What follows belongs to an exercise in optimizing a design on an open flow for small area, a short achievable clock period and few clock cycles per item; a production flow would make more cautious choices. Where RTL was checked, it was by simulation tests only, not by an equivalence proof against the original. Power is estimated from default activity; no workload was simulated.

## oak
## top
module top(
input clk,
input rst,
input  [31:0] b_rdata,
output [31:0] b_wdata,
output [31:0] addr,
output [3:0] we,
output en,
output rstout
    );
wire       ld_a;
wire [3:0] l;
assign rstout = ~rst;
processor po(
        .clk(clk),
        .ld_a(ld_a),
        .l(l),
        .b_rdata(b_rdata),
        .b_wdata(b_wdata)
    );
controller co(
        .clk(clk),
        .rst(rst),
        .b_rdata(b_rdata),
        .addr(addr),
        .we(we),
        .en(en),
        .ld_a(ld_a),
        .l(l)
    );
endmodule
For scale: roughly 560 cells after synthesis, roughly 110 flip-flops, roughly 100 I/O pins, roughly 5900 µm² of cells after synthesis.
==> module controller, before the edit <==
module controller(
input clk,
input rst,                
input  [31:0] b_rdata,
output [31:0] addr,
output [3:0] we,
output en,
output ld_a,
output [3:0] l
    );
reg r1, r2, c0, c1, c2, c3, c4, wr;
reg [1:0] k;
wire f = ~(r1 | r2 | c0 | c1 | c2 | c3 | c4 | wr);
wire done = k[1] & k[0];
always @(posedge clk or negedge rst) begin
    if (!rst) begin
        r1 <= 1'b0;
        r2 <= 1'b0;
        c0 <= 1'b0;
        c1 <= 1'b0;
        c2 <= 1'b0;
        c3 <= 1'b0;
        c4 <= 1'b0;
        wr <= 1'b0;
        k  <= 2'd0;
    end else begin
        r1 <= f & ~done;
        r2 <= r1 & b_rdata[31];
        c0 <= r2;
        c1 <= c0;
        c2 <= c1;
        c3 <= c2;
        c4 <= c3;
        wr <= c4;
        if (wr) k <= k + 2'd1;
    end
end
reg [3:0] widx;
always @(*) begin
    case (k)
        2'd0: widx = r1 ? 4'd1 : r2 ? 4'd2 : 4'd10;
        2'd1: widx = r1 ? 4'd4 : r2 ? 4'd5 : 4'd11;
        default: widx = r1 ? 4'd7 : r2 ? 4'd8 : 4'd12;
    endcase
    if (f) widx = 4'd0;
end
assign en   = (f & ~done) | r1 | r2 | wr;
assign we   = {4{wr}};
assign addr = {26'd0, widx, 2'b00};
assign ld_a = r2;
assign l    = {c3, c2, c1, c0};
endmodule
export LEC_CHECK = 0
export CAP_MARGIN = 20
export CORE_MARGIN = 2
export CORE_UTILIZATION = 40
export SETUP_SLACK_MARGIN = 3.1
export SLEW_MARGIN = 20
create_clock -name core_clock -period 6.0 [get_ports {clk}]
standard.sh (not shown) runs the stock make flow with config.mk's settings and CLKGATE_MAP_FILE= SYNTH_SCRIPT=/design/flow/synth_recipe.tcl, a recipe that flattens the netlist after the stock synthesis.
==> flow/flow/run.sh <==
#!/bin/bash
set -e
export BUFFER_PORTS_ARGS="-buffer_cell sky130_fd_sc_hd__buf_2"
bash standard.sh > standard.log 2>&1
oak finished every step from synthesis to the final layout, and the layout passed the timing, design-rule and antenna checks.
Testbench counts of oak, summed over its fixed seeds: cycles 8,960, items 960.
diff inputs: oak => pine
diff --git a/flow/design.v b/flow/design.v
--- a/flow/design.v
+++ b/flow/design.v
@@ -200,12 +200,27 @@
 output ld_a,
 output [3:0] l
     );
 reg r1, r2, c0, c1, c2, c3, c4, wr;
 reg [1:0] k;
-wire f = ~(r1 | r2 | c0 | c1 | c2 | c3 | c4 | wr);
+reg [3:0] widx;     
+reg       en_q, we_q;
+wire f    = ~(r1 | r2 | c0 | c1 | c2 | c3 | c4 | wr);
 wire done = k[1] & k[0];
+wire n_r1 = f & ~done;
+wire n_r2 = r1 & b_rdata[31];
+wire [1:0] n_k = wr ? k + 2'd1 : k;
+wire n_f  = ~(n_r1 | n_r2 | r2 | c0 | c1 | c2 | c3 | c4);
+reg [3:0] n_widx;
+always @(*) begin
+    case (k)
+        2'd0: n_widx = n_r1 ? 4'd1 : n_r2 ? 4'd2 : 4'd10;
+        2'd1: n_widx = n_r1 ? 4'd4 : n_r2 ? 4'd5 : 4'd11;
+        default: n_widx = n_r1 ? 4'd7 : n_r2 ? 4'd8 : 4'd12;
+    endcase
+    if (n_f) n_widx = 4'd0;
+end
 always @(posedge clk or negedge rst) begin
     if (!rst) begin
         r1 <= 1'b0;
         r2 <= 1'b0;
         c0 <= 1'b0;
@@ -213,33 +228,30 @@
         c2 <= 1'b0;
         c3 <= 1'b0;
         c4 <= 1'b0;
         wr <= 1'b0;
         k  <= 2'd0;
+        widx <= 4'd0;
+        en_q <= 1'b1;
+        we_q <= 1'b0;
     end else begin
-        r1 <= f & ~done;
-        r2 <= r1 & b_rdata[31];
+        r1 <= n_r1;
+        r2 <= n_r2;
         c0 <= r2;
         c1 <= c0;
         c2 <= c1;
         c3 <= c2;
         c4 <= c3;
         wr <= c4;
-        if (wr) k <= k + 2'd1;
+        k  <= n_k;
+        widx <= n_widx;
+        en_q <= (n_f & ~(n_k[1] & n_k[0])) | n_r1 | n_r2 | c4;
+        we_q <= c4;
     end
 end
-reg [3:0] widx;
-always @(*) begin
-    case (k)
-        2'd0: widx = r1 ? 4'd1 : r2 ? 4'd2 : 4'd10;
-        2'd1: widx = r1 ? 4'd4 : r2 ? 4'd5 : 4'd11;
-        default: widx = r1 ? 4'd7 : r2 ? 4'd8 : 4'd12;
-    endcase
-    if (f) widx = 4'd0;
-end
-assign en   = (f & ~done) | r1 | r2 | wr;
-assign we   = {4{wr}};
+assign en   = en_q;
+assign we   = {4{we_q}};
 assign addr = {26'd0, widx, 2'b00};
 assign ld_a = r2;
 assign l    = {c3, c2, c1, c0};
 endmodule
 module top(
Results
Kind of critical path = in -> reg: pine; kind of critical path = reg -> out: oak
pine vs oak — power in the clock group dropped about 3.8%.
Per the comparison of pine with oak, utilization went down by 1.3 points; proportion of cell area occupied by registers went up by 2.1 points; area enclosed by the die boundary went up by about 3%; post-placement cell area went up by about 3%; pre-CTS setup slack went down by 0.090 ns.
The wire length of pine was superior to that of oak.
Total instance count after detailed placement delta (pine -> oak): insignificant
oak ended up with more cell instances than pine did.
Function not checked in pine: the RTL went through the layout flow alone.


== rev 12 ==
Another version of the RTL of top (not shown whole).
Size in the first run: roughly 100 flip-flops, roughly 100 I/O pins.
export LEC_CHECK = 0
export CAP_MARGIN = 20
export CORE_MARGIN = 2
export CORE_UTILIZATION = 40
export SETUP_SLACK_MARGIN = 3.1
export SLEW_MARGIN = 20
create_clock -name core_clock -period 6.0 [get_ports {clk}]
==> flow/flow/run.sh <==
#!/bin/bash
set -e
export BUFFER_PORTS_ARGS="-buffer_cell sky130_fd_sc_hd__buf_1"
export SKIP_REPAIR_TIE_FANOUT=1
export CTS_ARGS="-sink_clustering_enable -repair_clock_nets -dont_use_dummy_load -sink_clustering_size 40 -sink_clustering_max_diameter 80 -buf_list {sky130_fd_sc_hd__clkbuf_4 sky130_fd_sc_hd__clkbuf_8}"
bash standard.sh > standard.log 2>&1
### rev 12 -> rev 13
--- a/flow/design.v
+++ b/flow/design.v
@@ -12,29 +12,27 @@
 wire [6:0] b0 = p[34:28], b1 = p[41:35], b2 = p[48:42], b3 = p[55:49];
 wire [4:0] op = p[60:56];
 wire is_add = op[0], is_sub = op[1], is_mul = op[2], is_tra = op[3], is_det = op[4];
 wire l3 = c[0], l0 = c[1], l1 = c[2], l2 = c[3];
 reg tra_r;    
 reg det_r;    
-reg det0;     
 reg sa;       
 reg sd;       
 always @(posedge clk) begin
     tra_r <= b_rdata[27];
     det_r <= b_rdata[28];
-    det0  <= c[0] & b_rdata[28];
     sa    <= c[0] | c[1];
     sd    <= c[0] | c[2];
 end
 wire [6:0] ma = sa ? a0 : a2;
 wire [6:0] mb = sa ? a1 : a3;
 wire [6:0] max3 = ma + {ma[5:0], 1'b0};
 wire [6:0] mbx3 = mb + {mb[5:0], 1'b0};
-wire [6:0] na2 = 7'd0 - a2;
-wire [6:0] da = det0 ? a3 : (sd ? b0 : b1);
-wire [6:0] db = det0 ? na2 : (sd ? b2 : b3);
+wire [6:0] na1 = 7'd0 - a1;
+wire [6:0] da = sd ? b0 : (is_det ? na1 : b1);
+wire [6:0] db = sd ? b2 : (is_det ? a0 : b3);
 wire pa0_1 = (da[0] & ~da[1]);
 wire pa0_2 = ~da[0] & da[1];
 wire pa0_3 = da[0] & da[1];
 wire pa0_r0 = (pa0_1 & ma[0]) | (pa0_3 & max3[0]);
 wire pa0_r1 = (pa0_1 & ma[1]) | (pa0_2 & ma[0]) | (pa0_3 & max3[1]);
 wire pa0_r2 = (pa0_1 & ma[2]) | (pa0_2 & ma[1]) | (pa0_3 & max3[2]);
@@ -114,16 +112,14 @@
 assign t_c10 = (pa0_r5 & pa1_r5) | (pa0_r5 & pa2_r5) | (pa1_r5 & pa2_r5);
 assign t_s11 = pb0_r5 ^ pb1_r5 ^ pb2_r5;
 assign t_c12 = (pb0_r5 & pb1_r5) | (pb0_r5 & pb2_r5) | (pb1_r5 & pb2_r5);
 assign t_s13 = pa0_r6 ^ pa1_r6 ^ pa2_r6;
 assign t_s14 = pa3_r6 ^ pb0_r6 ^ pb1_r6;
 reg [21:0] s1;
-reg s1_det;
 always @(posedge clk) begin
     s1 <= {t_s14, t_s13, t_c12, t_c10, pb3_r6, pb2_r6, t_s11, t_s9, t_c8, t_c6, t_s7, t_s5, t_c4, t_s3, t_c2, pb1_r3, t_s1, pb1_r2, pb0_r1, pa0_r1, pb0_r0, pa0_r0};
-    s1_det <= det0;
 end
 wire u_s1;
 wire u_s2;
 wire u_c3;
 wire u_s4;
 wire u_s5;
@@ -151,13 +147,13 @@
 wire [6:0] f0 = a0 + (b0 ^ {7{is_sub}}) + {6'd0, is_sub};
 wire [6:0] f1 = a1 + (b1 ^ {7{is_sub}}) + {6'd0, is_sub};
 wire [6:0] f2 = a2 + (b2 ^ {7{is_sub}}) + {6'd0, is_sub};
 wire [6:0] f3 = a3 + (b3 ^ {7{is_sub}}) + {6'd0, is_sub};
 always @(posedge clk)
     if (c[0]) res <= {f2, f1, f0, f3};
-    else      res <= {r[6] & ~s1_det, r[5:0], res[27:7]};
+    else      res <= {r, res[27:7]};
 wire [31:0] w_all = {4'd0, res[6:0], res[27:21], res[20:14], res[13:7]};
 wire [31:0] w_det = {26'd0, res[26:21]};
 wire [31:0] w_tra = {4'd0, a3, a1, a2, a0};
 assign b_wdata = tra_r ? w_tra : (det_r ? w_det : w_all);
 endmodule
 module controller(
@@ -190,16 +186,16 @@
     end else begin
         f  <= (f & kd) | (r1 & ~b_rdata[31]) | wr;
         r1 <= f & ~kd;
         r2 <= r1 & b_rdata[31];
         c0 <= r2;
         c1 <= c0 & ~(b_rdata[24] | b_rdata[25] | b_rdata[27]);
-        c2 <= c1;
-        c3 <= c2 & ~b_rdata[28];
+        c2 <= c1 & ~b_rdata[28];
+        c3 <= c2;
         c4 <= c3;
-        wr <= c4 | (c0 & (b_rdata[24] | b_rdata[25] | b_rdata[27])) | (c2 & b_rdata[28]);
+        wr <= c4 | (c0 & (b_rdata[24] | b_rdata[25] | b_rdata[27])) | (c1 & b_rdata[28]);
         if (wr) begin
             k0 <= 1'b0;
             k1 <= k0;
             k2 <= k1;
         end
     end
Results
- Rev 13 against rev 12: gate count after technology mapping -28, worst-case clock skew decreased 15 ps.
- Rev 13: done, clean on timing, DRC and antenna
- In terms of number of max-slew violations in the final report, rev 13 and rev 12 differ only marginally.
- Summary of rev 13 over rev 12: wire length lower; fraction of final layout cells sized beyond drive strength 1 +1.9 points.
- The type of the worst setup path comes out register to register in one run and input pin to register in the other, namely in rev 12 and rev 13 respectively.
- Side by side, switching component of the power turned out lower in rev 13 than in rev 12.
- [rev 13 vs rev 12] count of cell instances traversed by the critical path: lower in rev 13
- Diff rev 12 -> rev 13: area share of fa/ha/maj cells after synthesis moved up, routability congestion estimate moved down, number of flip-flops and latches moved down, area of the multi-input gates moved down.
- The run showing the smaller count of cells resized by post-cts repair is rev 13.
- Rev 12 was routed with more vias than rev 13.
Testbench counts of rev 13, summed over its fixed seeds: cycles 6,067, items 960.
Function not checked in rev 12: the RTL went through the layout flow alone.

[port drivers added, routing unchanged]
The flow's constraints put no driver on any port. The routed layouts listed below were extracted and timed again, unchanged, in two steps. Step 1, drivers: a clkbuf_16 drives clk and a buf_2 each remaining input, both assumed. Step 2 times the ports against the registers' clock, not the clock port: input delays grow and output delays shrink by t, the midpoint of the rising clock arrivals with the driver on. Three values: ideal, step 1, step 2; two values: the first two.
run | t (ns) | setup WS [ns] | worst data-port slew with drivers (ns)
oak | 0.397 | 3.075 / 3.034 / 2.797 | 0.04
pine | 0.393 | 3.049 / 3.066 / 2.673 | 0.03
rev 12 | 0.419 | 3.119 / 3.100 / 2.711 | 0.05
rev 13 | 0.402 | 3.126 / 3.115 / 2.733 | 0.06
After both steps setup and hold are still met in every run listed. For rev 12, which loses most, drivers alone change the setup slack by -0.019 ns; drivers and shift together by -0.408 ns.
